Source: an optimization exercise on an open RTL-to-GDS flow (aim: small area). Production flows keep margins and buffers that such runs may drop. Where RTL was checked, it was by simulation tests only, not by an equivalence proof against the original. Function not checked in runs 1 and 2: the RTL went through the layout flow alone. No driver is modelled on the clock port, so clocking that relies on it looks cheaper here than on a real chip. Power is estimated from default activity; no workload was simulated.

`flow/flow/downsize.tcl`:
```
# Replace every combinational cell by the smallest-area cell of the same
# function family (same base name, other drive strength).
set n 0
set saved 0.0
foreach inst [get_cells *] {
  set master [get_property $inst ref_name]
  if {![regexp {^(sky130_fd_sc_hd__[a-z0-9]+)_([0-9]+)$} $master -> base drive]} { continue }
  if {[regexp {^sky130_fd_sc_hd__(df|edf|sdf|dl|sdl|clk|tap|fill|decap|conb|dly|lpflow|buf|inv|bufinv|probe|diode)} $base]} { continue }
  set best $master
  set best_area [get_property [get_lib_cells */$master] area]
  foreach d {0 1 2} {
    set cand ${base}_$d
    set lcs [get_lib_cells -quiet */$cand]
    if {[llength $lcs] == 0} { continue }
    if {[lsearch $::env(DONT_USE_CELLS) $cand] >= 0} { continue }
    set a [get_property $lcs area]
    if {$a < $best_area} { set best $cand; set best_area $a }
  }
  if {$best ne $master} {
    set saved [expr {$saved + [get_property [get_lib_cells */$master] area] - $best_area}]
    replace_cell $inst [get_lib_cells */$best]
    incr n
  }
}
puts "downsize: replaced $n cells, saved $saved um2"
```
`flow/constraint.sdc`:
```
create_clock -name core_clock -period 10.0 [get_ports {CLK_100}]
set_input_delay 2.0000 -clock core_clock [delete_from_list [all_inputs] [get_ports {CLK_100}]]
set_output_delay 2.0000 -clock core_clock [all_outputs]
set_load 0.01 [all_outputs]
```
`flow/design.v`:
```
`timescale 1ns / 1ps
module NAND3(input A, B, C, output Y);
	assign Y = ~(A & B & C);
endmodule
module INV(input A, output Y);
	assign Y = ~A;
endmodule
module DECODER(
	input[2:0] ADDR,
	output[0:7] SEL,
	output[0:7] SELECT
    );
wire [2:0] N;
INV I0(.A(ADDR[0]), .Y(N[0]));
INV I1(.A(ADDR[1]), .Y(N[1]));
INV I2(.A(ADDR[2]), .Y(N[2]));
genvar k;
generate
	for (k = 0; k < 8; k = k + 1) begin : dec_gen
		NAND3 D(.A(k[0] ? ADDR[0] : N[0]), .B(k[1] ? ADDR[1] : N[1]),
			.C(k[2] ? ADDR[2] : N[2]), .Y(SELECT[k]));
		INV I(.A(SELECT[k]), .Y(SEL[k]));
	end
endgenerate
endmodule
`timescale 1ns / 1ps
module COL_COUNTER(
	input CLK, RST,
	output reg [2:0] Q
    );
always @ (posedge CLK, posedge RST) begin
	if(RST) Q <= 3'd0;
	else Q <= Q + 3'd1;
end
endmodule
`timescale 1ns / 1ps
module AOI222(input A1, A2, B1, B2, C1, C2, output Y);
	assign Y = ~((A1 & A2) | (B1 & B2) | (C1 & C2));
endmodule
module AOI22(input A1, A2, B1, B2, output Y);
	assign Y = ~((A1 & A2) | (B1 & B2));
endmodule
module SEL8(input [7:0] D, input [7:0] S, output Y);
	wire y0, y1, y2;
	AOI222 G0(.A1(D[0]), .A2(S[0]), .B1(D[1]), .B2(S[1]), .C1(D[2]), .C2(S[2]), .Y(y0));
	AOI222 G1(.A1(D[3]), .A2(S[3]), .B1(D[4]), .B2(S[4]), .C1(D[5]), .C2(S[5]), .Y(y1));
	AOI22 G2(.A1(D[6]), .A2(S[6]), .B1(D[7]), .B2(S[7]), .Y(y2));
	NAND3 G3(.A(y0), .B(y1), .C(y2), .Y(Y));
endmodule
module LR5_MATRIX_DISP(
	input CLK, RST,
	input [63:0] SEQ,
	output [0:7] ROW,
	output [0:7] COL
    );
wire [2:0] C;
wire [0:7] OH;
COL_COUNTER COL_CNT(.CLK(CLK), .RST(RST), .Q(C));
DECODER COL_DEC(.ADDR(C), .SEL(OH), .SELECT(COL));
genvar r, k;
generate
	for (r = 0; r < 8; r = r + 1) begin : row_gen
		wire [7:0] D;
		for (k = 0; k < 8; k = k + 1) begin : k_gen
			assign D[k] = SEQ[63 - 8*r - k];
		end
		SEL8 RSEL(.D(D), .S({OH[7], OH[6], OH[5], OH[4], OH[3], OH[2], OH[1], OH[0]}), .Y(ROW[r]));
	end
endgenerate
endmodule
`timescale 1ns / 1ps
module MAJ3(input A, B, C, output Y);
	assign Y = (A & B) | (C & (A | B));
endmodule
module PWM_CMP(input [3:0] R, input [3:0] NK, output Y);
	wire g0 = R[0] & NK[0];
	wire g1, g2;
	MAJ3 M1(.A(R[1]), .B(g0), .C(NK[1]), .Y(g1));
	MAJ3 M2(.A(R[2]), .B(g1), .C(NK[2]), .Y(g2));
	MAJ3 M3(.A(R[3]), .B(g2), .C(NK[3]), .Y(Y));
endmodule
module PWM_FSM (
	input CLK,
	input RST,
	input LD,
	input [3:0] NK,
	input [63:0] PWM_IN,
	output reg [0:15] PWM_P
 );
 reg [63:0] PWM_REG;
 always @(posedge CLK) if (LD) PWM_REG <= PWM_IN;
 wire [0:15] NEXT;
 genvar i;
 generate
	for (i = 0; i < 16; i = i + 1) begin : ch_gen
		PWM_CMP CMP(.R(PWM_REG[4*i+:4]), .NK(NK), .Y(NEXT[i]));
	end
 endgenerate
 always @(posedge CLK, posedge RST)
	if (RST) PWM_P <= 16'd0;
	else PWM_P <= NEXT;
endmodule
`timescale 1ns / 1ps
module SEL2(input A, SA, B, SB, output Y);
	assign Y = (A & SA) | (B & SB);
endmodule
module SEL3(input A, SA, B, SB, C, SC, output Y);
	assign Y = (A & SA) | (B & SB) | (C & SC);
endmodule
module SHIFT_REG(
	input clk, shift_l, shift_r, rst,
	output reg[63:0] shift
    );
wire SL = shift_l;
wire SR = ~shift_l & shift_r;
wire SH = ~shift_l & ~shift_r;
wire [63:0] NEXT;
genvar i;
generate
	for (i = 0; i < 64; i = i + 1) begin : bit_gen
		if (i < 4) begin : lo
			SEL2 SEL(.A(shift[i+4]), .SA(SR), .B(shift[i]), .SB(SH), .Y(NEXT[i]));
		end else if (i >= 60) begin : hi
			SEL2 SEL(.A(shift[i-4]), .SA(SL), .B(shift[i]), .SB(SH), .Y(NEXT[i]));
		end else begin : mid
			SEL3 SEL(.A(shift[i-4]), .SA(SL), .B(shift[i+4]), .SB(SR), .C(shift[i]), .SC(SH), .Y(NEXT[i]));
		end
	end
endgenerate
always@(posedge clk, posedge rst)begin
	if(rst) shift<={{4'hD},{4'h4},{4'h7},{4'hA},{4'h8},{4'hB},{4'h8},{4'hD},{4'h3},{4'h5},{4'h2},
		{4'hF},{4'hB},{4'hC},{4'h7},{4'h0}};
	else shift<=NEXT;
end
endmodule
`timescale 1ns / 1ps
module LR5_TOP(
	input CLK_100,
	input BTN_0,BTN_1,BTN_2,BTN_3,
	output[0:7] ROW, 
	output[0:7] COL_B,
	output[0:15] LED
    );
wire RST = BTN_0;
wire RE = BTN_1;
wire LEFT = BTN_2;
wire RIGHT = BTN_3;
wire [63:0] SHIFT;
SHIFT_REG SH_REG(.clk(CLK_100), .shift_l(LEFT), .shift_r(RIGHT), .rst(RST), .shift(SHIFT));
reg [3:0] K;
reg FRESH;
wire LD = (K == 4'd14);
always @(posedge CLK_100, posedge RST) begin
	if (RST) begin
		K <= 4'd15;
		FRESH <= 1'b1;
	end else begin
		if (LD) FRESH <= 1'b0;
		if (RE) K <= 4'd15;
		else if (K == 4'd15) K <= 4'd14;
		else if (LD) K <= 4'd0;
		else K <= K + 4'd1;
	end
end
wire BLOCK = RE | (LD & FRESH);
wire [3:0] NK = BLOCK ? 4'd0 : ~K;
PWM_FSM PWM(.CLK(CLK_100), .RST(RST), .LD(LD), .NK(NK), .PWM_IN(SHIFT), .PWM_P(LED));
LR5_MATRIX_DISP MATRIX(.CLK(CLK_100), .RST(RST), .SEQ(SHIFT), .ROW(ROW), .COL(COL_B));
endmodule
```
`flow/config.mk`:
```
export PLATFORM = sky130hd
export DESIGN_NAME = LR5_TOP
export DESIGN_NICKNAME = LR5_TOP
export VERILOG_FILES = /design/flow/design.v
export SDC_FILE = /design/flow/constraint.sdc
export NUM_CORES = 4
export LEC_CHECK = 0
export CAP_MARGIN = 20
export CORE_MARGIN = 2
export CORE_UTILIZATION = 40
export SLEW_MARGIN = 20
export SYNTH_HIERARCHICAL = 1
```
`flow/flow/run.sh`:
```
#!/bin/bash
# Standard ORFS layout (the standard.sh), with these changes:
#  - port buffers are the smallest buffer cell instead of the one buffer_ports picks;
#  - clock tree synthesis inserts no dummy loads and uses small clock buffers;
#  - after floorplan, combinational cells get their smallest drive strength
#    (repair_design later upsizes or buffers where slew or load needs it);
#  - power recovery after global routing downsizes non-critical cells.
set -euo pipefail
bash standard.sh \
  "BUFFER_PORTS_ARGS=-buffer_cell sky130_fd_sc_hd__buf_1" \
  "CTS_ARGS=-sink_clustering_enable -repair_clock_nets -dont_use_dummy_load -buf_list {sky130_fd_sc_hd__clkbuf_1 sky130_fd_sc_hd__clkbuf_2 sky130_fd_sc_hd__clkbuf_4 sky130_fd_sc_hd__clkbuf_8}" \
  "POST_FLOORPLAN_TCL=$PWD/flow/downsize.tcl" \
  "RECOVER_POWER=100" \
  finish > standard_flow.log 2>&1
```
`flow/standard.sh`:
```
#!/bin/bash
# synth_recipe.tcl (not shown) runs the flow's synth.tcl, then flattens the netlist and writes it again
# the make line also repeats each setting of config.mk as NAME=value (left out here)
make -C /OpenROAD-flow-scripts/flow DESIGN_CONFIG=/design/flow/config.mk WORK_HOME=/design/flow/orfs CLKGATE_MAP_FILE= SYNTH_SCRIPT=/design/flow/synth_recipe.tcl "${@:-finish}"
```
==> run_results.csv, run 1 <==
group,metric,value,unit
outcome,outcome,"failed layout checks",
outcome,failed_checks,"capacitance limit, slew limit",
layout,multi_input_area,1680,um^2
place,post-place-cells,648,
power,peakVddDrop,0.0000882,V
yosys,ys_top_cells_by_count,"a222oi_1 (72), inv_1 (72), edfxtp_1 (64)",
layout,seqCellArea,4170,um^2
clocking,cts-root-buf,"clkbuf_8",
timing,fin_crit_sh,58.0,%
worst_setup_path,cp_common_cell,"clkbuf_1",
layout,syn_to_final_growth,9.00,%
power,combPwrFrac,10.7,%
detailed_routing,vias_per_cell,5.86,
clocking,clock-sinks,152,
worst_setup_path,critPathBufInv,4,
clocking,clk_latency,0.44,ns
yosys,synth-seq-cells,152,
global_routing,gr-total-overflow,0,
layout,nets,485,
floorplanning,die_x,129,um
power,seqPwrFrac,62.0,%
layout,fin_cells,665,
timing,whs,0.491,ns
timing,fmax,172,MHz
power,p_total,1.23,mW
yosys,synth_cell_type_count,25,
yosys,synth_top_area_share,30.9,%
global_routing,grt_pass1_wl,20700,um
timing,period_needed,5.80,ns
floorplanning,die_y,129,um
timing,finalClockSkew,0.0271,ns
floorplanning,core_area,15200,um^2
timing,slew_headroom,-135,%
worst_setup_path,path_cells,"clkbuf_2 > clkbuf_1 > nor2_4 > clkbuf_1 > a222oi_1 > inv_1",
yosys,synth_flop_cell,"edfxtp_1",
power,p_sw,0.301,mW
timing,setup_tns,0,ns
clocking,cts-buffers-inserted,17,
detailed_routing,vias,3894,
yosys,synthesis.area,6220,um^2
global_routing,grt.total_usage,16.5,%
clocking,clk_pin_slew,0.07,ns
hold_path,min_path_type,"reg2reg",
layout,layout-drive-gt1-share,6.08,%
worst_setup_path,arrival,6.16,ns
yosys,synthArstFlopShare,57.9,%
timing,finalHoldViolations,0,
clocking,cts_tree,"yes",
floorplanning,num_rows,45,
clocking,cts.hold.buffers_added,0,
detailed_routing,ant_nets,0,
worst_setup_path,critPathKind,"in2reg",
yosys,synth_top_area_cell,"edfxtp_1",
timing,worst_slew_pin_slew,3.53,ns
floorplanning,die_area,16600,um^2
detailed_routing,routed_wl,12900,um
yosys,avgSynthCellArea,14.9,um^2
detailed_routing,first_pass_iters,11,
worst_setup_path,path_max_fanout,64,
yosys,yosysSeqAreaShare,67.1,%
worst_setup_path,endpoint_kind,"flip-flop",
global_routing,grt_pass1_vias,3834,
layout,num_antenna_cells,0,
timing,rsz0062_at_grt,"false",
power,p_int,0.927,mW
yosys,syn-num-nets,422,
worst_setup_path,start_kind,"primary input",
floorplanning,ios,37,
clocking,postCtsSetupBuffers,0,
power,leakagePower,3.00,nW
clocking,cts-htree-levels,4,
power,power_frac_clock,27.3,%
global_routing,antenna_found_initial,0,
detailed_routing,drt-initial-drc-count,561,
worst_setup_path,slowest_delay,2.09,ns
yosys,yosys_warnings,10,
floorplanning,start_util,40.9,%
place,gp_congestion,0.894,
run,maxCapViolCount,5,
place,port_buffers,36,
yosys,synth-edff-count,64,
worst_setup_path,crit_family,"buffers and inverters",
clocking,cts_buffer_depth,2,
worst_setup_path,cp_slowest_cell,"clkbuf_1",
layout,utilization,44.6,%
global_routing,grt_start_max_net_pins,66,
worst_setup_path,critPathRequiredTime,10.36,ns
timing,setup_viol,0,
yosys,yosys-top-cells-area,"edfxtp_1 (31%), dfrtp_1 (20%), dfstp_2 (16%)",
timing,finalMaxSlewViolations,276,
power,p_sw_share,24.5,%
yosys,synth_cells,416,
place,hpwl,8210,um
layout,nFillCells,1366,
clocking,post_cts_resized,0,
power,power.density,181,nW/um^2
detailed_routing,wl_per_cell,19.5,um
detailed_routing,drc,0,
modules after synthesis, one instance, submodules excluded, a selection:
module / times used / area [um^2] / cells inside
AOI22: 8 / 12.5 / 1
AOI222: 16 / 10.0 / 1
COL_COUNTER: 1 / 104 / 7
INV: 11 / 3.75 / 1
LR5_TOP: 1 / 259 / 26
MAJ3: 48 / 11.3 / 1
NAND3: 16 / 5.00 / 1
PWM_CMP: 16 / 6.26 / 1
PWM_FSM: 1 / 2330 / 81
SEL2: 8 / 8.76 / 1
SEL3: 56 / 13.8 / 2
SHIFT_REG: 1 / 1670 / 67
power groups by stage:
| stage | clock network (mW) | registers [mW] | logic [mW] |
|---|---|---|---|
| after floorplan | 0 | 0.771 | 0.0929 |
| after global placement | 0 | 0.766 | 0.134 |
| after detailed placement | 0 | 0.768 | 0.137 |
| after CTS | 0.346 | 0.757 | 0.137 |
| after global routing | 0.371 | 0.769 | 0.147 |
| final | 0.335 | 0.762 | 0.131 |
state kept, by name, indices dropped and copies added (netlist names):
name,flops
SH_REG.shift,64
K,4
MATRIX.COL_CNT.Q,3
FRESH,1
PWM.PWM_P,16
PWM.PWM_REG,64
cell families (layout without fill, tap and decap cells):
| kind of cell | after synthesis | after routing | share of synthesized area [%] |
|---|---|---|---|
| flops | 152 | 152 | 67.1 |
| xor+xnor | 1 | 1 | 0.141 |
| simple gates | 46 | 46 | 4.19 |
| compound gates | 96 | 96 | 15.3 |
| buf+inv | 72 | 133 | 4.35 |
| fa+ha+maj | 49 | 49 | 8.90 |
cell type report:
class / count / share of cell area (%)
sequential: 152 / 61.6
clock buffer: 17 / 3.45
tap: 188 / 3.47
timing repair buffer: 44 / 2.68
inverter: 72 / 3.99
multi-input combinational: 192 / 24.8
cell usage in the layout (no fill, tap or decap), drive strengths merged, types with 8 or more instances in the layout:
cell,netlist,routed
and2,16,16
a22oi,8,8
dfstp,39,39
buf,0,37
maj3,48,48
a22o,8,8
inv,72,71
clkbuf,0,24
edfxtp,64,64
a222oi,72,72
nand3,16,16
dfrtp,49,49
stage by stage:
step | setup slack, ns | area [um^2]
floorplan | 5.68 | 6220
global placement | 6.08 | 6560
detailed placement | 6.06 | 6560
CTS | 5.94 | 6800
global route | 3.95 | 6780
finish | 4.20 | 6780
routing by layer:
metal	GRT usage, %	share of wire (%)	vias to the layer above
met1	22.3	43	1951
li1	-	-	1781
met2	26.1	49	148
met4	6.39	1.6	0
met3	3.87	6.7	14
met5	0	0	-
path summary, 6_finish.rpt:
check	startpoint	end	slack, ns	depth (start not counted)
max in group asynchronous	BTN_0	SH_REG.shift[20]	5.01	3
worst max-delay path	BTN_2	SH_REG.shift[39]	4.20	6
worst min register to register	PWM.PWM_REG[47]	PWM.PWM_P[11]	0.49	1
worst min-delay path	PWM.PWM_REG[47]	PWM.PWM_P[11]	0.49	1
worst max register to register	K[2]	PWM.PWM_REG[15]	6.14	3
min in group asynchronous	BTN_0	MATRIX.COL_CNT.Q[1]	1.52	2
worst reg2reg max path, stage by stage (launching register included):
cell and delay (ns):
dfstp_1 0.62, nand2_1 0.14, nor2_4 0.11, clkbuf_1 2.47
==> inputs of run 2 (changes only) <==
==> flow/flow/run.sh (replaced) <==
#!/bin/bash
# Standard ORFS layout (the standard.sh), with these changes:
#  - port buffers are the smallest buffer cell instead of the one buffer_ports picks;
#  - clock tree synthesis inserts no dummy loads and uses small clock buffers;
#  - after floorplan, combinational cells get their smallest drive strength
#    (repair_design later upsizes or buffers where slew or load needs it);

set -euo pipefail
bash standard.sh \
  "BUFFER_PORTS_ARGS=-buffer_cell sky130_fd_sc_hd__buf_1" \
  "CTS_ARGS=-sink_clustering_enable -repair_clock_nets -dont_use_dummy_load -buf_list {sky130_fd_sc_hd__clkbuf_1 sky130_fd_sc_hd__clkbuf_2 sky130_fd_sc_hd__clkbuf_4 sky130_fd_sc_hd__clkbuf_8}" \
  "POST_FLOORPLAN_TCL=$PWD/flow/downsize.tcl" \
  finish > standard_flow.log 2>&1
==> run_results.csv, run 2 <==
group,metric,value,unit
clocking,cts_tree,"yes",
floorplanning,num_rows,45,
detailed_routing,first_pass_iters,12,
timing,rsz0062_at_grt,"false",
clocking,post_cts_resized,0,
layout,final_cell_area,6800,um^2
clocking,clock-sinks,152,
hold_path,hold_path_depth,1,
global_routing,grt_start_max_net_pins,66,
clocking,cts.hold.buffers_added,0,
yosys,avgSynthCellArea,14.9,um^2
place,gp_congestion,0.894,
clocking,cts-root-buf,"clkbuf_8",
outcome,outcome,"no timing/DRC/antenna violations",
global_routing,antenna_found_initial,0,
worst_setup_path,endpoint_kind,"output pin",
worst_setup_path,arrival,2.02,ns
yosys,synth_cells,416,
worst_setup_path,worstRegToRegCells,6,
yosys,yosys-top-cells-area,"edfxtp_1 (31%), dfrtp_1 (20%), dfstp_2 (16%)",
layout,nets,485,
timing,fin_crit_sh,40.2,%
floorplanning,start_util,40.9,%
power,leakagePower,3.02,nW
detailed_routing,routed_wl,12900,um
worst_setup_path,cp_slowest_cell,"dfrtp_1",
timing,finalMaxSlewViolations,0,
worst_setup_path,critPathKind,"reg2out",
yosys,synth_cell_type_count,25,
detailed_routing,vias_per_cell,5.88,
yosys,synth_top_area_share,30.9,%
worst_setup_path,critPathBufInv,3,
floorplanning,die_x,129,um
layout,layout_common_cells,"a222oi_1 (72), inv_1 (71), edfxtp_1 (64)",
yosys,syn-num-nets,422,
yosys,yosysSeqAreaShare,67.1,%
yosys,synthesis.area,6220,um^2
timing,fmax,249,MHz
worst_setup_path,crit_family,"flip-flops",
clocking,postCtsSetupBuffers,0,
detailed_routing,wl_per_cell,19.5,um
timing,setup_viol,0,
worst_setup_path,r2r_slack,7.55,ns
worst_setup_path,cp.depth,6,
place,hpwl,8210,um
worst_setup_path,start_kind,"flip-flop",
yosys,synth_top_area_cell,"edfxtp_1",
layout,final_common_cell,"a222oi_1",
yosys,yosys_warnings,10,
detailed_routing,drc,0,
yosys,synthArstFlopShare,57.9,%
run,maxCapViolCount,0,
clocking,cts-htree-levels,4,
timing,period_needed,4.02,ns
layout,utilization,44.7,%
yosys,synth_flop_cell,"edfxtp_1",
timing,worst_slew_pin_slew,0.940,ns
floorplanning,ios,37,
floorplanning,die_area,16600,um^2
timing,slew_headroom,37.2,%
power,p_total,1.23,mW
worst_setup_path,path_cells,"inv_1 > nand3_1 > inv_1 > a222oi_1 > nand3_1 > buf_1",
global_routing,grt_pass1_vias,3834,
hold_path,min_path_type,"reg2reg",
yosys,ys_top_cells_by_count,"a222oi_1 (72), inv_1 (72), edfxtp_1 (64)",
floorplanning,die_y,129,um
timing,setup_tns,0,ns
layout,num_antenna_cells,0,
global_routing,grt.total_usage,16.5,%
detailed_routing,vias,3907,
detailed_routing,drt-initial-drc-count,602,
yosys,synth-seq-cells,152,
layout,reg_top3,"PWM.PWM_REG (64), SH_REG.shift (64), PWM.PWM_P (16)",
place,dpl-instance-area,6560,um^2
global_routing,gr-total-overflow,0,
clocking,clk_pin_slew,0.07,ns
timing,finalHoldViolations,0,
clocking,cts_buffer_depth,2,
place,port_buffers,36,
clocking,clk_latency,0.44,ns
power,power.density,180,nW/um^2
worst_setup_path,slowest_delay,0.45,ns
floorplanning,core_area,15200,um^2
yosys,synth-edff-count,64,
power,peakVddDrop,0.0000884,V
worst_setup_path,critPathRequiredTime,8.00,ns
timing,finalClockSkew,0.0270,ns
detailed_routing,ant_nets,0,
layout,syn_to_final_growth,9.32,%
layout,nFillCells,1362,
global_routing,grt_pass1_wl,20700,um
clocking,cts-buffers-inserted,17,
worst_setup_path,path_max_fanout,8,
layout,layout-drive-gt1-share,14.7,%
[run 2: cell counts after synthesis]
No cell type changed its count.
[run 2: final timing paths]
| path | startpoint | end |
|---|---|---|
| worst max-delay path | MATRIX.COL_CNT.Q[0] | ROW[4] |
| worst min-delay path | PWM.PWM_REG[47] | PWM.PWM_P[11] |
| worst max register to register | K[2] | PWM.PWM_P[12] |
| worst min register to register | PWM.PWM_REG[47] | PWM.PWM_P[11] |
| max in group asynchronous | BTN_0 | SH_REG.shift[45] |
| min in group asynchronous | BTN_0 | MATRIX.COL_CNT.Q[1] |
[run 2: per-layer routing]
layer  wire (um)  global-route usage (%)  share of wire, %
met1        5480                    22.3                42
met2        6250                    26.1                48
met3        1020                    3.87               7.9
met4         199                    6.39               1.5
met5           0                       0                 0
[run 2: final cells by class]
cell class | count | area (um^2) | share of cell area (%)
sequential | 152 | 4170 | 61.4
multi-input combinational | 192 | 1690 | 24.8
inverter | 72 | 270 | 3.98
tap | 188 | 235 | 3.46
clock buffer | 17 | 234 | 3.44
timing repair buffer | 44 | 196 | 2.89
[run 2: worst reg2reg max path, stage by stage, from the launching register on]
cell and delay, ns:
dfstp_2 0.58, and3_1 0.21, a211oi_2 0.22, and2_1 0.22
maj3_1 0.34, maj3_1 0.37, maj3_1 0.37
[run 2: logic make-up (layout without fill, tap and decap cells)]
logic type / count (synthesis) / count (layout) / share of synthesized area, %
XOR/XNOR: 1 / 1 / 0.141
flip-flops: 152 / 152 / 67.1
buffers and inverters: 72 / 133 / 4.35
AO/OA/AOI/OAI: 96 / 96 / 15.3
AND/OR/NAND/NOR: 46 / 46 / 4.19
adder cells (fa/ha/maj): 49 / 49 / 8.90
[run 2: report_power, final]
part           total, mW  switching [mW]  leakage (nW)  internal [mW]
clock network      0.336           0.186         0.122          0.150
logic              0.133          0.0910          1.20         0.0422
registers          0.756          0.0243          1.70          0.732
total               1.23           0.301          3.02          0.924
[run 2: modules after synthesis, one instance, submodules excluded, a selection]
module | flops+latches | cells inside | copies in the design
AOI222 | 0 | 1 | 16
PWM_FSM | 80 | 81 | 1
SEL2 | 0 | 1 | 8
COL_COUNTER | 3 | 7 | 1
INV | 0 | 1 | 11
SHIFT_REG | 64 | 67 | 1
SEL3 | 0 | 2 | 56
PWM_CMP | 0 | 1 | 16
MAJ3 | 0 | 1 | 48
AOI22 | 0 | 1 | 8
LR5_TOP | 5 | 26 | 1
[run 2: through the flow]
| stage | cells | hold slack, ns | setup WS, ns |
|---|---|---|---|
| after floorplan | 416 | 0.469 | 5.68 |
| after global placement | 648 | 0.475 | 6.08 |
| after detailed placement | 648 | 0.480 | 6.06 |
| after CTS | 665 | 0.495 | 5.94 |
| after global routing | 665 | 0.508 | 5.79 |
| final | 665 | 0.491 | 5.98 |
==> inputs of run 3 (changes only) <==
--- a/flow/design.v
+++ b/flow/design.v
@@ -34,18 +34,8 @@
 end
 endmodule
 `timescale 1ns / 1ps
-module AOI222(input A1, A2, B1, B2, C1, C2, output Y);
-	assign Y = ~((A1 & A2) | (B1 & B2) | (C1 & C2));
-endmodule
-module AOI22(input A1, A2, B1, B2, output Y);
-	assign Y = ~((A1 & A2) | (B1 & B2));
-endmodule
 module SEL8(input [7:0] D, input [7:0] S, output Y);
-	wire y0, y1, y2;
-	AOI222 G0(.A1(D[0]), .A2(S[0]), .B1(D[1]), .B2(S[1]), .C1(D[2]), .C2(S[2]), .Y(y0));
-	AOI222 G1(.A1(D[3]), .A2(S[3]), .B1(D[4]), .B2(S[4]), .C1(D[5]), .C2(S[5]), .Y(y1));
-	AOI22 G2(.A1(D[6]), .A2(S[6]), .B1(D[7]), .B2(S[7]), .Y(y2));
-	NAND3 G3(.A(y0), .B(y1), .C(y2), .Y(Y));
+	assign Y = |(D & S);
 endmodule
 module LR5_MATRIX_DISP(
 	input CLK, RST,
==> flow/flow/run.sh (replaced) <==
#!/bin/bash
# Standard ORFS layout (the standard.sh), with two changes:
#  - port buffers are the smallest buffer cell instead of the one buffer_ports picks;
#  - clock tree synthesis inserts no dummy loads and uses small clock buffers.
set -euo pipefail
bash standard.sh \
  "BUFFER_PORTS_ARGS=-buffer_cell sky130_fd_sc_hd__buf_1" \
  "CTS_ARGS=-sink_clustering_enable -repair_clock_nets -dont_use_dummy_load -buf_list {sky130_fd_sc_hd__clkbuf_1 sky130_fd_sc_hd__clkbuf_2 sky130_fd_sc_hd__clkbuf_4 sky130_fd_sc_hd__clkbuf_8}" \
  finish > standard_flow.log 2>&1
removed: flow/flow/downsize.tcl
==> run_results.csv, run 3 <==
group,metric,value,unit
outcome,outcome,"no timing/DRC/antenna violations",
clocking,post_cts_resized,0,
detailed_routing,wl_per_cell,18.5,um
timing,fin_crit_sh,40.0,%
floorplanning,core_area,15200,um^2
clocking,cts_tree,"yes",
layout,final_common_cell,"inv_1",
timing,setup_tns,0,ns
worst_setup_path,endpoint_kind,"output pin",
worst_setup_path,start_kind,"flip-flop",
power,peakVddDrop,0.0000822,V
global_routing,grt_pass1_wl,20100,um
layout,layout-drive-gt1-share,24.5,%
clocking,postCtsSetupBuffers,0,
worst_setup_path,path_max_fanout,8,
detailed_routing,vias,3851,
clocking,cts.hold.buffers_added,0,
worst_setup_path,critPathKind,"reg2out",
timing,finalMaxSlewViolations,0,
yosys,synth_cell_type_count,26,
yosys,synth-edff-count,64,
clocking,clk_pin_slew,0.06,ns
layout,num_antenna_cells,0,
yosys,synth-seq-cells,152,
detailed_routing,ant_nets,0,
detailed_routing,drt-initial-drc-count,607,
yosys,avgSynthCellArea,14.6,um^2
floorplanning,start_util,40.8,%
yosys,synth_flop_cell,"edfxtp_1",
layout,reg_top3,"PWM.PWM_REG (64), SH_REG.shift (64), PWM.PWM_P (16)",
layout,seqCellArea,4170,um^2
place,port_buffers,36,
timing,finalClockSkew,0.0244,ns
power,leakagePower,3.08,nW
yosys,synth_cells,424,
yosys,yosysSeqAreaShare,67.2,%
yosys,yosysMostFrequentCell,"inv_1",
yosys,synthArstFlopShare,57.9,%
worst_setup_path,critPathRequiredTime,8.00,ns
layout,multi_input_area,1780,um^2
global_routing,grt.total_usage,15.8,%
hold_path,hold-path-endpoint,"FRESH",
layout,layout_common_cells,"inv_1 (71), edfxtp_1 (64), a222oi_1 (56)",
timing,finalHoldViolations,0,
floorplanning,die_y,129,um
yosys,ys_top_cells_by_count,"inv_1 (72), edfxtp_1 (64), a222oi_1 (56)",
yosys,syn-num-nets,430,
place,hpwl,7880,um
hold_path,min_path_type,"reg2reg",
yosys,yosys_warnings,10,
layout,syn_to_final_growth,11.0,%
global_routing,grt_start_max_net_pins,66,
clocking,clk_latency,0.44,ns
worst_setup_path,reg2reg_to,"PWM.PWM_P[6]",
detailed_routing,vias_per_cell,5.72,
clocking,cts_buffer_depth,2,
power,power.density,179,nW/um^2
place,gp_congestion,0.780,
timing,fmax,250,MHz
worst_setup_path,regToRegStartpoint,"K[2]",
timing,period_needed,4.00,ns
hold_path,hold_path_depth,1,
global_routing,grt_pass1_vias,3754,
worst_setup_path,r2r_slack,7.72,ns
clocking,cts-htree-levels,4,
yosys,synth_top_area_share,31.0,%
detailed_routing,drc,0,
timing,rsz0062_at_grt,"false",
floorplanning,num_rows,45,
global_routing,antenna_found_initial,0,
detailed_routing,routed_wl,12400,um
floorplanning,ios,37,
timing,worst_slew_pin_slew,0.896,ns
floorplanning,die_x,129,um
worst_setup_path,worstRegToRegCells,6,
yosys,yosys-top-cells-area,"edfxtp_1 (31%), dfrtp_1 (20%), dfstp_2 (17%)",
yosys,synthesis.area,6210,um^2
timing,slew_headroom,40.2,%
clocking,clock-sinks,152,
floorplanning,die_area,16500,um^2
run,maxCapViolCount,0,
clocking,cts-buffers-inserted,17,
clocking,cts-root-buf,"clkbuf_8",
worst_setup_path,arrival,2.00,ns
global_routing,gr-total-overflow,0,
hold_path,min_from,"FRESH",
layout,nFillCells,1330,
detailed_routing,first_pass_iters,7,
layout,nets,493,
yosys,synth_top_area_cell,"edfxtp_1",
timing,whs,0.495,ns
timing,setup_viol,0,
run 3: cell types whose count changed in the layout (fill, tap and decap cells not counted), moves of 8 or more:
| cell | delta |
|---|---|
| maj3_1 | -48 |
| maj3_2 | +48 |
| a22oi_1 | +24 |
| a222oi_1 | -16 |
| nand3_1 | -8 |
| nand4_1 | +8 |
run 3: worst max-delay path, stage by stage (launching register included):
cell     delay, ns
dfrtp_1       0.45
inv_1         0.11
nand3_1       0.13
inv_1         0.18
a22oi_1       0.32
nand4_1       0.20
buf_1         0.17
run 3: metrics by stage:
step	setup slack [ns]	utilization [%]	instance area [um^2]	power (mW)	std cells
2_1_floorplan	5.68	-	6210	0.864	424
3_3_place_gp	6.12	43.8	6650	0.912	656
3_5_place_dp	6.10	43.8	6650	0.916	656
4_1_cts	5.98	45.3	6890	1.25	673
5_1_grt	5.85	45.3	6890	1.29	673
6_report	6.00	45.3	6890	1.24	673
run 3: Yosys stat by module, one instance, submodules excluded, a selection:
| module | cell area (um^2) | flops+latches |
|---|---|---|
| INV | 3.75 | 0 |
| PWM_CMP | 6.26 | 0 |
| LR5_TOP | 259 | 5 |
| PWM_FSM | 2330 | 80 |
| NAND3 | 5.00 | 0 |
| COL_COUNTER | 104 | 3 |
| SHIFT_REG | 1670 | 64 |
| MAJ3 | 11.3 | 0 |
| SEL2 | 8.76 | 0 |
run 3: area by class of cell:
type                            count  share of cell area, %
Sequential cell                   152                   60.6
Inverter                           72                   3.92
Tap cell                          188                   3.42
Multi-Input combinational cell    200                   25.8
Clock buffer                       17                   3.40
Timing Repair Buffer               44                   2.85
run 3: report_power, final:
part	internal (mW)	switching (mW)	leakage, nW	total [mW]
sequential	0.732	0.0239	1.70	0.756
clock	0.150	0.185	0.122	0.335
combinational	0.0497	0.0957	1.26	0.145
run 3: worst max path at each step:
| stage | from | to | slack [ns] |
|---|---|---|---|
| 6_report | MATRIX.COL_CNT.Q[0] | ROW[3] | 6.00 |
| 5_1_grt | MATRIX.COL_CNT.Q[0] | ROW[4] | 5.85 |
| 3_3_place_gp | BTN_1 | PWM.PWM_P[14] | 6.12 |
| 2_1_floorplan | BTN_2 | SH_REG.shift[10] | 5.68 |
| 4_1_cts | MATRIX.COL_CNT.Q[2] | ROW[4] | 5.98 |
| 3_5_place_dp | BTN_1 | PWM.PWM_P[14] | 6.10 |
run 3: layer usage:
layer / up-vias / wire (um) / global-route usage (%)
met5: - / 0 / 0
met4: 0 / 223 / 5.69
met3: 20 / 580 / 4.12
met2: 122 / 5930 / 24.8
met1: 1907 / 5690 / 21.4
li1: 1802 / - / -
run 3: kinds of logic after synthesis:
logic type | after synthesis | synth area share [%]
and+or+nand+nor | 46 | 4.35
adders and majority gates | 49 | 8.91
buffers and inverters | 72 | 4.35
AOI/OAI and AO/OA | 104 | 15.0
xor gates and xnor gates | 1 | 0.141
DFF | 152 | 67.2
==> inputs of run 4 (changes only) <==
--- a/flow/design.v
+++ b/flow/design.v
@@ -1,41 +1,62 @@
 `timescale 1ns / 1ps
-module NAND3(input A, B, C, output Y);
-	assign Y = ~(A & B & C);
+module NAND2(input A, B, output Y);
+	assign Y = ~(A & B);
+endmodule
+module NOR2(input A, B, output Y);
+	assign Y = ~(A | B);
 endmodule
 module INV(input A, output Y);
 	assign Y = ~A;
 endmodule
+module NAND3(input A, B, C, output Y);
+	assign Y = ~(A & B & C);
+endmodule
 module DECODER(
-	input[2:0] ADDR,
+	input[3:0] ADDR,
 	output[0:7] SEL,
-	output[0:7] SELECT
+	output[0:7] SELECT,
+	output NADDR3
     );
-wire [2:0] N;
-INV I0(.A(ADDR[0]), .Y(N[0]));
-INV I1(.A(ADDR[1]), .Y(N[1]));
-INV I2(.A(ADDR[2]), .Y(N[2]));
-genvar k;
-generate
-	for (k = 0; k < 8; k = k + 1) begin : dec_gen
-		NAND3 D(.A(k[0] ? ADDR[0] : N[0]), .B(k[1] ? ADDR[1] : N[1]),
-			.C(k[2] ? ADDR[2] : N[2]), .Y(SELECT[k]));
-		INV I(.A(SELECT[k]), .Y(SEL[k]));
-	end
-endgenerate
+wire [3:0] J = ADDR;
+wire [3:0] N;
+INV I0(.A(J[0]), .Y(N[0]));
+INV I1(.A(J[1]), .Y(N[1]));
+INV I2(.A(J[2]), .Y(N[2]));
+INV I3(.A(J[3]), .Y(N[3]));
+assign NADDR3 = N[3];
+NOR2 S0(.A(J[0]), .B(J[3]), .Y(SEL[0])); NAND2 B0(.A(N[0]), .B(N[3]), .Y(SELECT[0]));
+NOR2 S1(.A(N[0]), .B(J[1]), .Y(SEL[1])); NAND2 B1(.A(J[0]), .B(N[1]), .Y(SELECT[1]));
+NOR2 S2(.A(N[1]), .B(J[2]), .Y(SEL[2])); NAND2 B2(.A(J[1]), .B(N[2]), .Y(SELECT[2]));
+NOR2 S3(.A(N[2]), .B(J[3]), .Y(SEL[3])); NAND2 B3(.A(J[2]), .B(N[3]), .Y(SELECT[3]));
+NOR2 S4(.A(N[3]), .B(N[0]), .Y(SEL[4])); NAND2 B4(.A(J[3]), .B(J[0]), .Y(SELECT[4]));
+NOR2 S5(.A(N[1]), .B(J[0]), .Y(SEL[5])); NAND2 B5(.A(J[1]), .B(N[0]), .Y(SELECT[5]));
+NOR2 S6(.A(N[2]), .B(J[1]), .Y(SEL[6])); NAND2 B6(.A(J[2]), .B(N[1]), .Y(SELECT[6]));
+NOR2 S7(.A(N[3]), .B(J[2]), .Y(SEL[7])); NAND2 B7(.A(J[3]), .B(N[2]), .Y(SELECT[7]));
 endmodule
 `timescale 1ns / 1ps
 module COL_COUNTER(
 	input CLK, RST,
-	output reg [2:0] Q
+	input QN3,		 
+	output reg [3:0] Q
     );
 always @ (posedge CLK, posedge RST) begin
-	if(RST) Q <= 3'd0;
-	else Q <= Q + 3'd1;
+	if(RST) Q <= 4'd0;
+	else Q <= {Q[2:0], QN3};
 end
 endmodule
 `timescale 1ns / 1ps
+module AOI222(input A1, A2, B1, B2, C1, C2, output Y);
+	assign Y = ~((A1 & A2) | (B1 & B2) | (C1 & C2));
+endmodule
+module AOI22(input A1, A2, B1, B2, output Y);
+	assign Y = ~((A1 & A2) | (B1 & B2));
+endmodule
 module SEL8(input [7:0] D, input [7:0] S, output Y);
-	assign Y = |(D & S);
+	wire y0, y1, y2;
+	AOI222 G0(.A1(D[0]), .A2(S[0]), .B1(D[1]), .B2(S[1]), .C1(D[2]), .C2(S[2]), .Y(y0));
+	AOI222 G1(.A1(D[3]), .A2(S[3]), .B1(D[4]), .B2(S[4]), .C1(D[5]), .C2(S[5]), .Y(y1));
+	AOI22 G2(.A1(D[6]), .A2(S[6]), .B1(D[7]), .B2(S[7]), .Y(y2));
+	NAND3 G3(.A(y0), .B(y1), .C(y2), .Y(Y));
 endmodule
 module LR5_MATRIX_DISP(
 	input CLK, RST,
@@ -43,10 +64,11 @@
 	output [0:7] ROW,
 	output [0:7] COL
     );
-wire [2:0] C;
+wire [3:0] C;
 wire [0:7] OH;
-COL_COUNTER COL_CNT(.CLK(CLK), .RST(RST), .Q(C));
-DECODER COL_DEC(.ADDR(C), .SEL(OH), .SELECT(COL));
+wire QN3;
+COL_COUNTER COL_CNT(.CLK(CLK), .RST(RST), .QN3(QN3), .Q(C));
+DECODER COL_DEC(.ADDR(C), .SEL(OH), .SELECT(COL), .NADDR3(QN3));
 genvar r, k;
 generate
 	for (r = 0; r < 8; r = r + 1) begin : row_gen
==> flow/flow/run.sh (replaced) <==
#!/bin/bash
# Standard ORFS layout (the standard.sh), with these changes:
#  - port buffers are the smallest buffer cell instead of the one buffer_ports picks;
#  - clock tree synthesis inserts no dummy loads and uses clkbuf_4 buffers;
#    after it, fix_clk_slew.tcl upsizes the clock buffers whose flip-flop
#    clock pins would see too high a slew;
#  - after floorplan, combinational cells get their smallest drive strength
#    (repair_design later upsizes or buffers where slew or load needs it).
set -euo pipefail
export CLK_SLEW_TARGET=0.108
bash standard.sh \
  "BUFFER_PORTS_ARGS=-buffer_cell sky130_fd_sc_hd__buf_1" \
  "CTS_ARGS=-sink_clustering_enable -repair_clock_nets -dont_use_dummy_load -buf_list {sky130_fd_sc_hd__clkbuf_4}" \
  "POST_FLOORPLAN_TCL=$PWD/flow/downsize.tcl" \
  "POST_CTS_TCL=$PWD/flow/fix_clk_slew.tcl" \
  finish > standard_flow.log 2>&1
==> flow/flow/downsize.tcl (new file) <==
# Replace every combinational cell by the smallest-area cell of the same
# function family (same base name, other drive strength).
set n 0
set saved 0.0
foreach inst [get_cells *] {
  set master [get_property $inst ref_name]
  if {![regexp {^(sky130_fd_sc_hd__[a-z0-9]+)_([0-9]+)$} $master -> base drive]} { continue }
  if {[regexp {^sky130_fd_sc_hd__(df|edf|sdf|dl|sdl|clk|tap|fill|decap|conb|dly|lpflow|buf|inv|bufinv|probe|diode)} $base]} { continue }
  set best $master
  set best_area [get_property [get_lib_cells */$master] area]
  foreach d {0 1 2} {
    set cand ${base}_$d
    set lcs [get_lib_cells -quiet */$cand]
    if {[llength $lcs] == 0} { continue }
    if {[lsearch $::env(DONT_USE_CELLS) $cand] >= 0} { continue }
    set a [get_property $lcs area]
    if {$a < $best_area} { set best $cand; set best_area $a }
  }
  if {$best ne $master} {
    set saved [expr {$saved + [get_property [get_lib_cells */$master] area] - $best_area}]
    replace_cell $inst [get_lib_cells */$best]
    incr n
  }
}
puts "downsize: replaced $n cells, saved $saved um2"
==> flow/flow/fix_clk_slew.tcl (new file) <==
proc fix_clk_slew {} {
  set target $::env(CLK_SLEW_TARGET)
  set next_size [dict create \
    sky130_fd_sc_hd__clkbuf_1 sky130_fd_sc_hd__clkbuf_2 \
    sky130_fd_sc_hd__clkbuf_2 sky130_fd_sc_hd__clkbuf_4 \
    sky130_fd_sc_hd__clkbuf_4 sky130_fd_sc_hd__clkbuf_8 \
    sky130_fd_sc_hd__clkbuf_8 sky130_fd_sc_hd__clkbuf_16]
  for {set pass 0} {$pass < 4} {incr pass} {
    estimate_parasitics -placement
    set drivers {}
    foreach p [get_pins -hierarchical */CLK] {
      if {[get_property $p slew_max] <= $target} { continue }
      set net [get_nets -of_objects $p]
      foreach d [get_pins -of_objects $net -filter "direction == output"] {
        set inst [get_cells -of_objects $d]
        set name [get_full_name $inst]
        if {[lsearch $drivers $name] < 0} { lappend drivers $name }
      }
    }
    if {[llength $drivers] == 0} { break }
    set n 0
    foreach name $drivers {
      set inst [get_cells $name]
      set m [get_property $inst ref_name]
      if {![dict exists $next_size $m]} { continue }
      replace_cell $inst [get_lib_cells */[dict get $next_size $m]]
      incr n
    }
    puts "fix_clk_slew: pass $pass upsized $n clock buffers"
    if {$n == 0} { break }
  }
  detailed_placement
  check_placement -verbose
}
fix_clk_slew
==> flow/config.mk (replaced) <==
export PLATFORM = sky130hd
export DESIGN_NAME = LR5_TOP
export DESIGN_NICKNAME = LR5_TOP
export VERILOG_FILES = /design/flow/design.v
export SDC_FILE = /design/flow/constraint.sdc
export NUM_CORES = 4
export LEC_CHECK = 0
export CAP_MARGIN = 5
export CORE_MARGIN = 2
export CORE_UTILIZATION = 55
export SLEW_MARGIN = 5
export SYNTH_HIERARCHICAL = 1
==> run_results.csv, run 4 <==
group,metric,value,unit
detailed_routing,drt-initial-drc-count,1078,
worst_setup_path,path_max_fanout,8,
floorplanning,die_x,110,um
timing,finalClockSkew,0.0380,ns
layout,layout-drive-gt1-share,14.7,%
outcome,outcome,"no timing/DRC/antenna violations",
detailed_routing,ant_nets,0,
layout,layout_common_cells,"a222oi_1 (72), edfxtp_1 (64), inv_1 (63)",
timing,setup_tns,0,ns
detailed_routing,routed_wl,13300,um
run,maxCapViolCount,0,
yosys,avgSynthCellArea,15.0,um^2
worst_setup_path,endpoint_kind,"output pin",
layout,nets,482,
worst_setup_path,worstSetupStartpoint,"MATRIX.COL_CNT.Q[1]",
global_routing,gr-total-overflow,0,
worst_setup_path,regToRegStartpoint,"K[1]",
floorplanning,ios,37,
clocking,clk_latency,0.55,ns
global_routing,grt.total_usage,24.4,%
layout,utilization,60.7,%
layout,final_cell_area,6640,um^2
layout,reg_top3,"PWM.PWM_REG (64), SH_REG.shift (64), PWM.PWM_P (16)",
place,port_buffers,36,
timing,slew_headroom,40.6,%
yosys,synth_cell_type_count,23,
layout,final_common_cell,"a222oi_1",
detailed_routing,vias_per_cell,6.37,
worst_setup_path,path_cells,"inv_1 > nor2_1 > a222oi_1 > nand3_1 > buf_1",
worst_setup_path,cp_slowest_cell,"nor2_1",
power,leakagePower,2.92,nW
yosys,synth-edff-count,64,
timing,fmax,239,MHz
clocking,clk_pin_slew,0.10,ns
place,dpl-instance-area,6490,um^2
layout,num_antenna_cells,0,
timing,worst_slack,5.81,ns
yosys,synth_top_area_cell,"edfxtp_1",
yosys,yosysSeqAreaShare,67.6,%
floorplanning,die_y,110,um
timing,fin_crit_sh,41.9,%
global_routing,antenna_found_initial,0,
timing,rsz0062_at_grt,"false",
yosys,yosysMostFrequentCell,"a222oi_1",
yosys,synthArstFlopShare,58.2,%
floorplanning,num_rows,38,
yosys,ys_top_cells_by_count,"a222oi_1 (72), edfxtp_1 (64), inv_1 (64)",
floorplanning,die_area,12200,um^2
worst_setup_path,start_kind,"flip-flop",
yosys,synth_top_area_share,30.9,%
clocking,clock-sinks,153,
timing,finalMaxSlewViolations,0,
yosys,synthesis.area,6210,um^2
timing,worst_slew_pin_slew,0.890,ns
global_routing,grt_pass1_vias,3860,
floorplanning,start_util,56.8,%
yosys,yosys-top-cells-area,"edfxtp_1 (31%), dfrtp_1 (20%), dfstp_2 (16%)",
worst_setup_path,arrival,2.19,ns
power,peakVddDrop,0.000159,V
timing,setup_viol,0,
worst_setup_path,critPathKind,"reg2out",
place,hpwl,8540,um
worst_setup_path,critPathRequiredTime,8.00,ns
floorplanning,core_area,10900,um^2
place,gp_congestion,0.799,
yosys,syn-num-nets,420,
global_routing,grt_pass1_wl,21800,um
layout,syn_to_final_growth,6.93,%
detailed_routing,vias,3917,
detailed_routing,first_pass_iters,10,
power,power.density,176,nW/um^2
detailed_routing,wl_per_cell,21.6,um
worst_setup_path,slowest_delay,0.55,ns
timing,finalHoldViolations,0,
hold_path,min_path_type,"reg2reg",
yosys,synth_flop_cell,"edfxtp_1",
yosys,synth-seq-cells,153,
clocking,cts_tree,"yes",
timing,period_needed,4.19,ns
hold_path,min_from,"FRESH",
yosys,synth_cells,415,
global_routing,grt_start_max_net_pins,66,
place,pre_cts_ws,6.07,ns
detailed_routing,drc,0,
yosys,yosys_warnings,10,
## run 4: changes by cell type after synthesis, sizes merged
cell | previous run | this run
nand2 | 2 | 10
dfrtp | 49 | 50
xor2 | 1 | 0
a22oi | 32 | 8
a222oi | 56 | 72
inv | 72 | 64
ha | 1 | 0
nand4 | 8 | 0
nor2 | 5 | 13
## run 4: kinds of logic (layout without fill, tap and decap cells)
logic type / Yosys count / in the layout / synth area share [%]
and+or+nand+nor: 54 / 54 / 4.51
buffers and inverters: 64 / 124 / 3.87
DFF: 153 / 153 / 67.6
AOI/OAI and AO/OA: 96 / 96 / 15.3
adders and majority gates: 48 / 48 / 8.70
## run 4: Yosys stat by module (local to each module, per instance), a selection
module / cells / cell area, um^2 / copies in the design
PWM_FSM: 81 / 2330 / 1
LR5_TOP: 26 / 259 / 1
COL_COUNTER: 5 / 104 / 1
AOI22: 1 / 12.5 / 8
MAJ3: 1 / 11.3 / 48
AOI222: 1 / 10.0 / 16
PWM_CMP: 1 / 6.26 / 16
NAND3: 1 / 5.00 / 8
NOR2: 1 / 3.75 / 8
INV: 1 / 3.75 / 4
## run 4: metal layers
metal | global-route usage (%) | routed length [um] | part of all wire [%]
met5 | 0 | 0 | 0
met4 | 7.23 | 156 | 1.2
met3 | 6.00 | 1160 | 8.8
met2 | 32.8 | 5790 | 44
met1 | 39.2 | 6160 | 46
## run 4: worst max-delay path: cells and delay by family (launching register included)
family | cells | cell delay [ns]
AO/OA/AOI/OAI | 1 | 0.18
buffers and inverters | 2 | 0.28
flip-flops | 1 | 0.46
AND/OR/NAND/NOR | 2 | 0.72
## run 4: cell type report
class,instances,area [um^2]
repair buffers,43,189
fillers,866,4290
multi-input cells,198,1690
clock buffers,17,153
flip-flops and latches,153,4200
inverters,64,240
well taps,140,175
## run 4: worst paths after layout
path,endpoint,cells past startpoint,slack [ns]
min in group asynchronous,MATRIX.COL_CNT.Q[2],2,1.43
worst max register to register,PWM.PWM_P[10],7,7.57
worst min-delay path,FRESH,1,0.49
max in group asynchronous,SH_REG.shift[14],3,7.66
worst min register to register,FRESH,1,0.49
worst max-delay path,ROW[2],5,5.81
## run 4: power by group
part           switching (mW)  total, mW  leakage (nW)  internal (mW)
clock                   0.179      0.273        0.0886         0.0942
sequential             0.0279      0.764          1.71          0.736
combinational          0.0913      0.133          1.12         0.0413
## run 4: per-stage QoR
stage	hold slack [ns]	instances	power (mW)
5_1_grt	0.508	615	1.23
6_report	0.489	615	1.17
3_5_place_dp	0.465	598	0.912
3_3_place_gp	0.459	598	0.908
2_1_floorplan	0.433	415	0.869
==> inputs of run 5 (changes only) <==
--- a/flow/flow/run.sh
+++ b/flow/flow/run.sh
@@ -7,7 +7,7 @@
 #  - after floorplan, combinational cells get their smallest drive strength
 #    (repair_design later upsizes or buffers where slew or load needs it).
 set -euo pipefail
-export CLK_SLEW_TARGET=0.108
+export CLK_SLEW_TARGET=0.100
 bash standard.sh \
   "BUFFER_PORTS_ARGS=-buffer_cell sky130_fd_sc_hd__buf_1" \
   "CTS_ARGS=-sink_clustering_enable -repair_clock_nets -dont_use_dummy_load -buf_list {sky130_fd_sc_hd__clkbuf_4}" \
==> run_results.csv, run 5 <==
group,metric,value,unit
outcome,outcome,"no timing/DRC/antenna violations",
timing,setup_tns,0,ns
power,p_sw_share,25.3,%
global_routing,use_met2,32.8,%
yosys,avgSynthCellArea,15.0,um^2
clocking,clock-sinks,153,
yosys,synth-xor-area-share,0,%
worst_setup_path,start_kind,"flip-flop",
run,maxCapViolCount,0,
detailed_routing,drc,0,
timing,finalHoldViolations,0,
worst_setup_path,slowest_delay,0.53,ns
clocking,clk_latency,0.56,ns
yosys,syn-num-nets,420,
floorplanning,num_rows,38,
floorplanning,start_util,56.8,%
global_routing,gr-total-overflow,0,
timing,whs,0.446,ns
power,p_int,0.892,mW
place,hpwl,8540,um
worst_setup_path,crit_family,"simple AND/OR/NAND/NOR gates",
yosys,synth-edff-count,64,
place,port_buffers,36,
power,power_frac_clock,24.9,%
clocking,cts_tree,"yes",
power,seqPwrFrac,64.0,%
worst_setup_path,path_max_fanout,8,
floorplanning,die_x,110,um
power,power.density,179,nW/um^2
timing,finalMaxSlewViolations,0,
timing,rsz0062_at_grt,"false",
yosys,synth_top_area_cell,"edfxtp_1",
power,leakagePower,2.93,nW
timing,fin_crit_sh,42.0,%
timing,fmax,238,MHz
detailed_routing,vias_per_cell,6.35,
yosys,synthArstFlopShare,58.2,%
worst_setup_path,critPathRequiredTime,8.00,ns
worst_setup_path,path_cells,"inv_1 > nor2_1 > a222oi_1 > nand3_1 > buf_1",
detailed_routing,vias,3904,
global_routing,grt_start_max_net_pins,66,
yosys,muxShareOfSynthArea,0,%
yosys,yosys.area_share.simple,4.51,%
yosys,synthesis.area,6210,um^2
layout,fin_cells,615,
power,p_total,1.19,mW
worst_setup_path,cp_slowest_cell,"nor2_1",
global_routing,met1_usage,39.2,%
power,combPwrFrac,11.1,%
timing,finalClockSkew,0.0335,ns
timing,setup_viol,0,
yosys,synth-compound-area-share,15.3,%
layout,nFillCells,859,
worst_setup_path,arrival,2.20,ns
yosys,yosys_warnings,10,
yosys,synth-seq-cells,153,
yosys,synth_top_area_share,30.9,%
timing,worst_slew_pin_slew,0.893,ns
yosys,synth_cells,415,
global_routing,grtUsageMet3,6.00,%
layout,final_common_cell,"a222oi_1",
yosys,synth_adder_area_share,8.70,%
layout,syn_to_final_growth,7.43,%
power,peakVddDrop,0.000160,V
layout,num_antenna_cells,0,
yosys,synth_top_family_by_area,"compound AO/OA/AOI/OAI gates",
floorplanning,ios,37,
yosys,yosys-top-cells-area,"edfxtp_1 (31%), dfrtp_1 (20%), dfstp_2 (16%)",
power,p_sw,0.301,mW
yosys,yosysMostFrequentCell,"a222oi_1",
global_routing,grt_pass1_wl,21800,um
global_routing,grt_pass1_vias,3871,
floorplanning,core_area,10900,um^2
global_routing,grt_busiest_layer,"met1",
detailed_routing,first_pass_iters,8,
floorplanning,die_area,12200,um^2
yosys,yosysSeqAreaShare,67.6,%
timing,period_needed,4.20,ns
detailed_routing,ant_nets,0,
clocking,clk_pin_slew,0.10,ns
place,gp_congestion,0.799,
worst_setup_path,critPathBufInv,2,
yosys,synth_cell_type_count,23,
timing,slew_headroom,40.4,%
layout,nets,482,
layout,reg_top3,"PWM.PWM_REG (64), SH_REG.shift (64), PWM.PWM_P (16)",
layout,layout_common_cells,"a222oi_1 (72), edfxtp_1 (64), inv_1 (63)",
floorplanning,die_y,110,um
global_routing,antenna_found_initial,0,
yosys,synth_flop_cell,"edfxtp_1",
layout,layout-drive-gt1-share,14.7,%
worst_setup_path,critPathKind,"reg2out",
place,post-place-cells,598,
detailed_routing,drt-initial-drc-count,1014,
global_routing,grt.total_usage,24.5,%
yosys,ys_top_cells_by_count,"a222oi_1 (72), edfxtp_1 (64), inv_1 (64)",
hold_path,min_path_type,"reg2reg",
detailed_routing,wl_per_cell,21.6,um
worst_setup_path,endpoint_kind,"output pin",
detailed_routing,routed_wl,13300,um
-- run 5: worst paths after layout --
path	startpoint	slack (ns)	endpoint	cells past startpoint
worst max register to register	K[1]	7.56	PWM.PWM_P[7]	7
worst min-delay path	MATRIX.COL_CNT.Q[0]	0.45	MATRIX.COL_CNT.Q[1]	0
worst max-delay path	MATRIX.COL_CNT.Q[1]	5.80	ROW[5]	5
max in group asynchronous	BTN_0	7.68	SH_REG.shift[1]	3
min in group asynchronous	BTN_0	1.41	MATRIX.COL_CNT.Q[3]	2
worst min register to register	MATRIX.COL_CNT.Q[0]	0.45	MATRIX.COL_CNT.Q[1]	0
-- run 5: final cells by class --
type | instances | area, um^2 | share of cell area, %
Clock buffer | 17 | 184 | 2.76
Inverter | 64 | 240 | 3.60
Timing Repair Buffer | 43 | 189 | 2.83
Tap cell | 140 | 175 | 2.63
Sequential cell | 153 | 4200 | 62.9
Multi-Input combinational cell | 198 | 1690 | 25.3
-- run 5: per-stage QoR --
step,cell area (um^2),utilization (%),worst slack [ns]
floorplan,6210,-,5.68
global placement,6490,59.3,6.12
detailed placement,6490,59.3,6.07
global route,6670,61.0,5.62
finish,6670,61.0,5.80
-- run 5: per-layer routing --
metal  up-vias  routed length (um)
li1       1770                   -
met1      1944                6070
met2       177                5960
met3        13                1150
met4         0                 132
met5         -                   0
-- run 5: worst reg2reg max path, stage by stage, from the launching register on --
cell      delay (ns)
dfstp_2         0.60
and3_1          0.19
a211oi_1        0.08
buf_4           0.21
and2_1          0.16
maj3_1          0.35
maj3_1          0.37
maj3_1          0.35
-- run 5: modules after synthesis (local to each module, per instance), excerpt --
| module | area (um^2) | copies in the design | flops+latches | cells inside |
|---|---|---|---|---|
| AOI222 | 10.0 | 16 | 0 | 1 |
| PWM_CMP | 6.26 | 16 | 0 | 1 |
| PWM_FSM | 2330 | 1 | 80 | 81 |
| SHIFT_REG | 1670 | 1 | 64 | 67 |
| LR5_TOP | 259 | 1 | 5 | 26 |
| INV | 3.75 | 4 | 0 | 1 |
| COL_COUNTER | 104 | 1 | 4 | 5 |
| AOI22 | 12.5 | 8 | 0 | 1 |
| NOR2 | 3.75 | 8 | 0 | 1 |
-- run 5: power by group through the flow --
stage          Clock [mW]  Sequential, mW  Combinational (mW)
2_1_floorplan           0           0.776              0.0929
3_3_place_gp            0           0.775               0.133
3_5_place_dp            0           0.777               0.136
5_1_grt             0.333           0.771               0.149
6_report            0.297           0.764               0.133
-- run 5: logic make-up (layout without fill, tap and decap cells) --
kind of cell | count (synthesis) | count (layout)
AND/OR/NAND/NOR | 54 | 54
adder cells (fa/ha/maj) | 48 | 48
flip-flops | 153 | 153
buffers and inverters | 64 | 124
AO/OA/AOI/OAI | 96 | 96
==> inputs of run 6 (changes only) <==
--- a/flow/design.v
+++ b/flow/design.v
@@ -119,30 +119,41 @@
 module SEL3(input A, SA, B, SB, C, SC, output Y);
 	assign Y = (A & SA) | (B & SB) | (C & SC);
 endmodule
+module SEL3N(input A, SA, B, SB, C, SC, output Y);
+	assign Y = ~((A & SA) | (B & SB) | (C & SC));
+endmodule
 module SHIFT_REG(
 	input clk, shift_l, shift_r, rst,
-	output reg[63:0] shift
+	output [63:0] shift
     );
+localparam [63:0] INIT = {4'hD, 4'h4, 4'h7, 4'hA, 4'h8, 4'hB, 4'h8, 4'hD,
+	4'h3, 4'h5, 4'h2, 4'hF, 4'hB, 4'hC, 4'h7, 4'h0};
 wire SL = shift_l;
 wire SR = ~shift_l & shift_r;
 wire SH = ~shift_l & ~shift_r;
-wire [63:0] NEXT;
+reg [63:0] Q;
+wire [63:0] NEXT;	 
 genvar i;
 generate
 	for (i = 0; i < 64; i = i + 1) begin : bit_gen
 		if (i < 4) begin : lo
 			SEL2 SEL(.A(shift[i+4]), .SA(SR), .B(shift[i]), .SB(SH), .Y(NEXT[i]));
+			assign shift[i] = Q[i];
 		end else if (i >= 60) begin : hi
 			SEL2 SEL(.A(shift[i-4]), .SA(SL), .B(shift[i]), .SB(SH), .Y(NEXT[i]));
+			assign shift[i] = Q[i];
+		end else if (INIT[i]) begin : mid_inv
+			SEL3N SEL(.A(shift[i-4]), .SA(SL), .B(shift[i+4]), .SB(SR), .C(shift[i]), .SC(SH), .Y(NEXT[i]));
+			assign shift[i] = ~Q[i];
 		end else begin : mid
 			SEL3 SEL(.A(shift[i-4]), .SA(SL), .B(shift[i+4]), .SB(SR), .C(shift[i]), .SC(SH), .Y(NEXT[i]));
+			assign shift[i] = Q[i];
 		end
 	end
 endgenerate
 always@(posedge clk, posedge rst)begin
-	if(rst) shift<={{4'hD},{4'h4},{4'h7},{4'hA},{4'h8},{4'hB},{4'h8},{4'hD},{4'h3},{4'h5},{4'h2},
-		{4'hF},{4'hB},{4'hC},{4'h7},{4'h0}};
-	else shift<=NEXT;
+	if(rst) Q <= {INIT[63:60], 56'd0, INIT[3:0]};
+	else Q <= NEXT;
 end
 endmodule
 `timescale 1ns / 1ps
--- a/flow/flow/run.sh
+++ b/flow/flow/run.sh
@@ -7,7 +7,7 @@
 #  - after floorplan, combinational cells get their smallest drive strength
 #    (repair_design later upsizes or buffers where slew or load needs it).
 set -euo pipefail
-export CLK_SLEW_TARGET=0.100
+export CLK_SLEW_TARGET=0.108
 bash standard.sh \
   "BUFFER_PORTS_ARGS=-buffer_cell sky130_fd_sc_hd__buf_1" \
   "CTS_ARGS=-sink_clustering_enable -repair_clock_nets -dont_use_dummy_load -buf_list {sky130_fd_sc_hd__clkbuf_4}" \
--- a/flow/config.mk
+++ b/flow/config.mk
@@ -5,8 +5,8 @@
 export SDC_FILE = /design/flow/constraint.sdc
 export NUM_CORES = 4
 export LEC_CHECK = 0
-export CAP_MARGIN = 5
+export CAP_MARGIN = 0
 export CORE_MARGIN = 2
 export CORE_UTILIZATION = 55
-export SLEW_MARGIN = 5
+export SLEW_MARGIN = 0
 export SYNTH_HIERARCHICAL = 1
==> run_results.csv, run 6 <==
group,metric,value,unit
worst_setup_path,endpoint_kind,"output pin",
power,peakVddDrop,0.000169,V
place,port_buffers,36,
timing,whs,0.490,ns
clocking,cts_tree,"yes",
timing,worst_slack,5.55,ns
clocking,clk_pin_slew,0.10,ns
timing,finalClockSkew,0.0403,ns
run,maxCapViolCount,0,
yosys,synth_adder_area_share,8.42,%
clocking,clk_latency,0.56,ns
layout,nets,481,
yosys,synth_cell_type_count,24,
detailed_routing,vias,3984,
yosys,synth_top_family_by_area,"compound AO/OA/AOI/OAI gates",
yosys,synth-seq-cells,153,
outcome,outcome,"no timing/DRC/antenna violations",
floorplanning,die_x,112,um
yosys,synthesis.area,6420,um^2
power,power.density,177,nW/um^2
yosys,synth-edff-count,64,
worst_setup_path,start_kind,"flip-flop",
layout,nFillCells,945,
detailed_routing,vias_per_cell,6.45,
timing,fin_crit_sh,44.5,%
layout,utilization,57.8,%
yosys,synth_top_area_share,31.6,%
worst_setup_path,critPathRequiredTime,8.00,ns
yosys,synth-compound-area-share,14.8,%
place,pre_cts_ws,6.00,ns
floorplanning,die_area,12600,um^2
timing,period_needed,4.45,ns
detailed_routing,drt-initial-drc-count,740,
detailed_routing,drc,0,
timing,setup_viol,0,
timing,fmax,225,MHz
yosys,yosys_warnings,10,
detailed_routing,routed_wl,14000,um
timing,slew_headroom,27.5,%
yosys,synthArstFlopShare,58.2,%
layout,seqCellArea,4160,um^2
layout,final_cell_area,6600,um^2
layout,final_common_cell,"dfrtp_1",
timing,setup_tns,0,ns
hold_path,min_path_type,"reg2reg",
timing,finalMaxSlewViolations,0,
worst_setup_path,critPathKind,"reg2out",
yosys,yosys-top-cells-area,"dfrtp_1 (32%), edfxtp_1 (30%), a222oi_1 (11%)",
layout,reg_top3,"PWM.PWM_REG (64), SH_REG.Q (64), PWM.PWM_P (16)",
place,gp_congestion,0.772,
global_routing,grt_start_max_net_pins,66,
yosys,yosysSeqAreaShare,64.8,%
detailed_routing,first_pass_iters,14,
timing,worst_slew_pin_slew,1.08,ns
yosys,ys_top_cells_by_count,"dfrtp_1 (81), a222oi_1 (72), edfxtp_1 (64), inv_1 (64), maj3_2 (48)",
yosys,synth-xor-area-share,0,%
layout,syn_to_final_growth,2.86,%
layout,multi_input_area,1690,um^2
floorplanning,ios,37,
yosys,synth_flop_cell,"dfrtp_1",
detailed_routing,ant_nets,0,
global_routing,gr-total-overflow,0,
floorplanning,num_rows,39,
timing,finalHoldViolations,0,
floorplanning,start_util,56.2,%
global_routing,grt_pass1_wl,22200,um
global_routing,grt.total_usage,23.6,%
layout,layout-drive-gt1-share,8.23,%
layout,layout_common_cells,"dfrtp_1 (81), a222oi_1 (72), edfxtp_1 (64)",
place,dpl-instance-area,6450,um^2
global_routing,grt_pass1_vias,3806,
yosys,yosys.area_share.simple,4.37,%
yosys,syn-num-nets,453,
global_routing,antenna_found_initial,1,
yosys,synth_top_area_cell,"dfrtp_1",
worst_setup_path,path_max_fanout,8,
yosys,avgSynthCellArea,14.3,um^2
worst_setup_path,arrival,2.45,ns
floorplanning,core_area,11400,um^2
yosys,muxShareOfSynthArea,0,%
yosys,yosysMostFrequentCell,"dfrtp_1",
place,hpwl,8260,um
yosys,synth_cells,448,
floorplanning,die_y,112,um
timing,rsz0062_at_grt,"false",
detailed_routing,wl_per_cell,22.7,um
power,leakagePower,2.87,nW
clocking,clock-sinks,153,
run 6: through the flow:
step,instances,total power [mW]
floorplan,448,0.869
global placement,600,0.903
detailed placement,600,0.907
global route,618,1.22
finish,618,1.17
run 6: cells by family after synthesis:
group,count (synthesis)
flip-flops,153
AO/OA/AOI/OAI,96
adder cells (fa/ha/maj),48
AND/OR/NAND/NOR,54
buffers and inverters,97
run 6: layout make-up:
class | count | share of cell area, %
inverter | 64 | 3.64
antenna | 1 | 0.0379
timing repair buffer | 42 | 2.75
sequential | 153 | 63.0
clock buffer | 17 | 2.31
tap | 143 | 2.71
multi-input combinational | 198 | 25.6
run 6: worst paths after layout:
check | from | endpoint | slack (ns) | cells past startpoint
setup / recovery | MATRIX.COL_CNT.Q[3] | ROW[0] | 5.55 | 5
hold / removal | PWM.PWM_REG[35] | PWM.PWM_P[8] | 0.49 | 1
setup reg to reg | K[1] | PWM.PWM_P[1] | 7.50 | 7
hold reg to reg | PWM.PWM_REG[35] | PWM.PWM_P[8] | 0.49 | 1
max in group asynchronous | BTN_0 | SH_REG.Q[58] | 7.71 | 3
min in group asynchronous | BTN_0 | MATRIX.COL_CNT.Q[3] | 1.35 | 2
run 6: Yosys stat by module, one instance, submodules excluded, a selection:
module     area (um^2)  flops+latches
INV               3.75              0
LR5_TOP            259              5
MAJ3              11.3              0
NAND2             3.75              0
NAND3             5.00              0
NOR2              3.75              0
PWM_CMP           6.26              0
PWM_FSM           2330             80
SEL2              8.76              0
SEL3              13.8              0
SEL3N             10.0              0
SHIFT_REG         1990             64
run 6: report_power, final:
group	switching (mW)	total [mW]	internal, mW
combinational	0.0939	0.134	0.0405
sequential	0.0231	0.757	0.734
clock	0.181	0.275	0.0942
total	0.298	1.17	0.869
run 6: worst max-delay path, cell delays in order (launching register included):
cell and delay [ns]:
dfrtp_1 0.43, inv_1 0.12, nor2_1 0.83, a22oi_1 0.18
nand3_1 0.16, buf_1 0.18
run 6: routing by layer:
layer	part of all wire, %	track usage, %	wire (um)
met3	7.7	5.62	1090
met4	0.91	8.05	128
met2	47	34.3	6590
met1	44	35.7	6220
met5	0	0	0

re-timing with driven ports:
In the flow no input, the clock included, has a driving cell. The finished layouts below were timed again as built, in two steps.
Step 1: set_driving_cell puts a clkbuf_16 on CLK_100 and a buf_2 on each other input, an assumption about the parent block.
Step 2, shift: input delay + t, output delay - t, t = (earliest + latest rising clock arrival at the registers) / 2. This alone moves slack from input paths to output paths.
Slacks: ideal / step 1 / step 2; pairs: ideal / step 1.
| run | t (ns) | setup slack, ns | latest minus earliest clock arrival (ns) | worst slew at a driven data input, ns |
|---|---|---|---|---|
| run 1 | 0.459 | 4.202 / 4.217 / 3.759 | 0.027 / 0.027 | 0.03 |
| run 2 | 0.459 | 5.984 / 5.950 / 6.070 | 0.027 / 0.027 | 0.03 |
| run 3 | 0.459 | 5.999 / 5.967 / 6.165 | 0.025 / 0.025 | 0.03 |
| run 4 | 0.559 | 5.807 / 5.776 / 6.065 | 0.039 / 0.039 | 0.03 |
| run 5 | 0.576 | 5.801 / 5.770 / 6.064 | 0.034 / 0.034 | 0.03 |
| run 6 | 0.576 | 5.549 / 5.511 / 5.973 | 0.041 / 0.041 | 0.03 |
For run 1, which loses most, drivers alone change the setup slack by +0.015 ns; drivers and shift together by -0.443 ns.
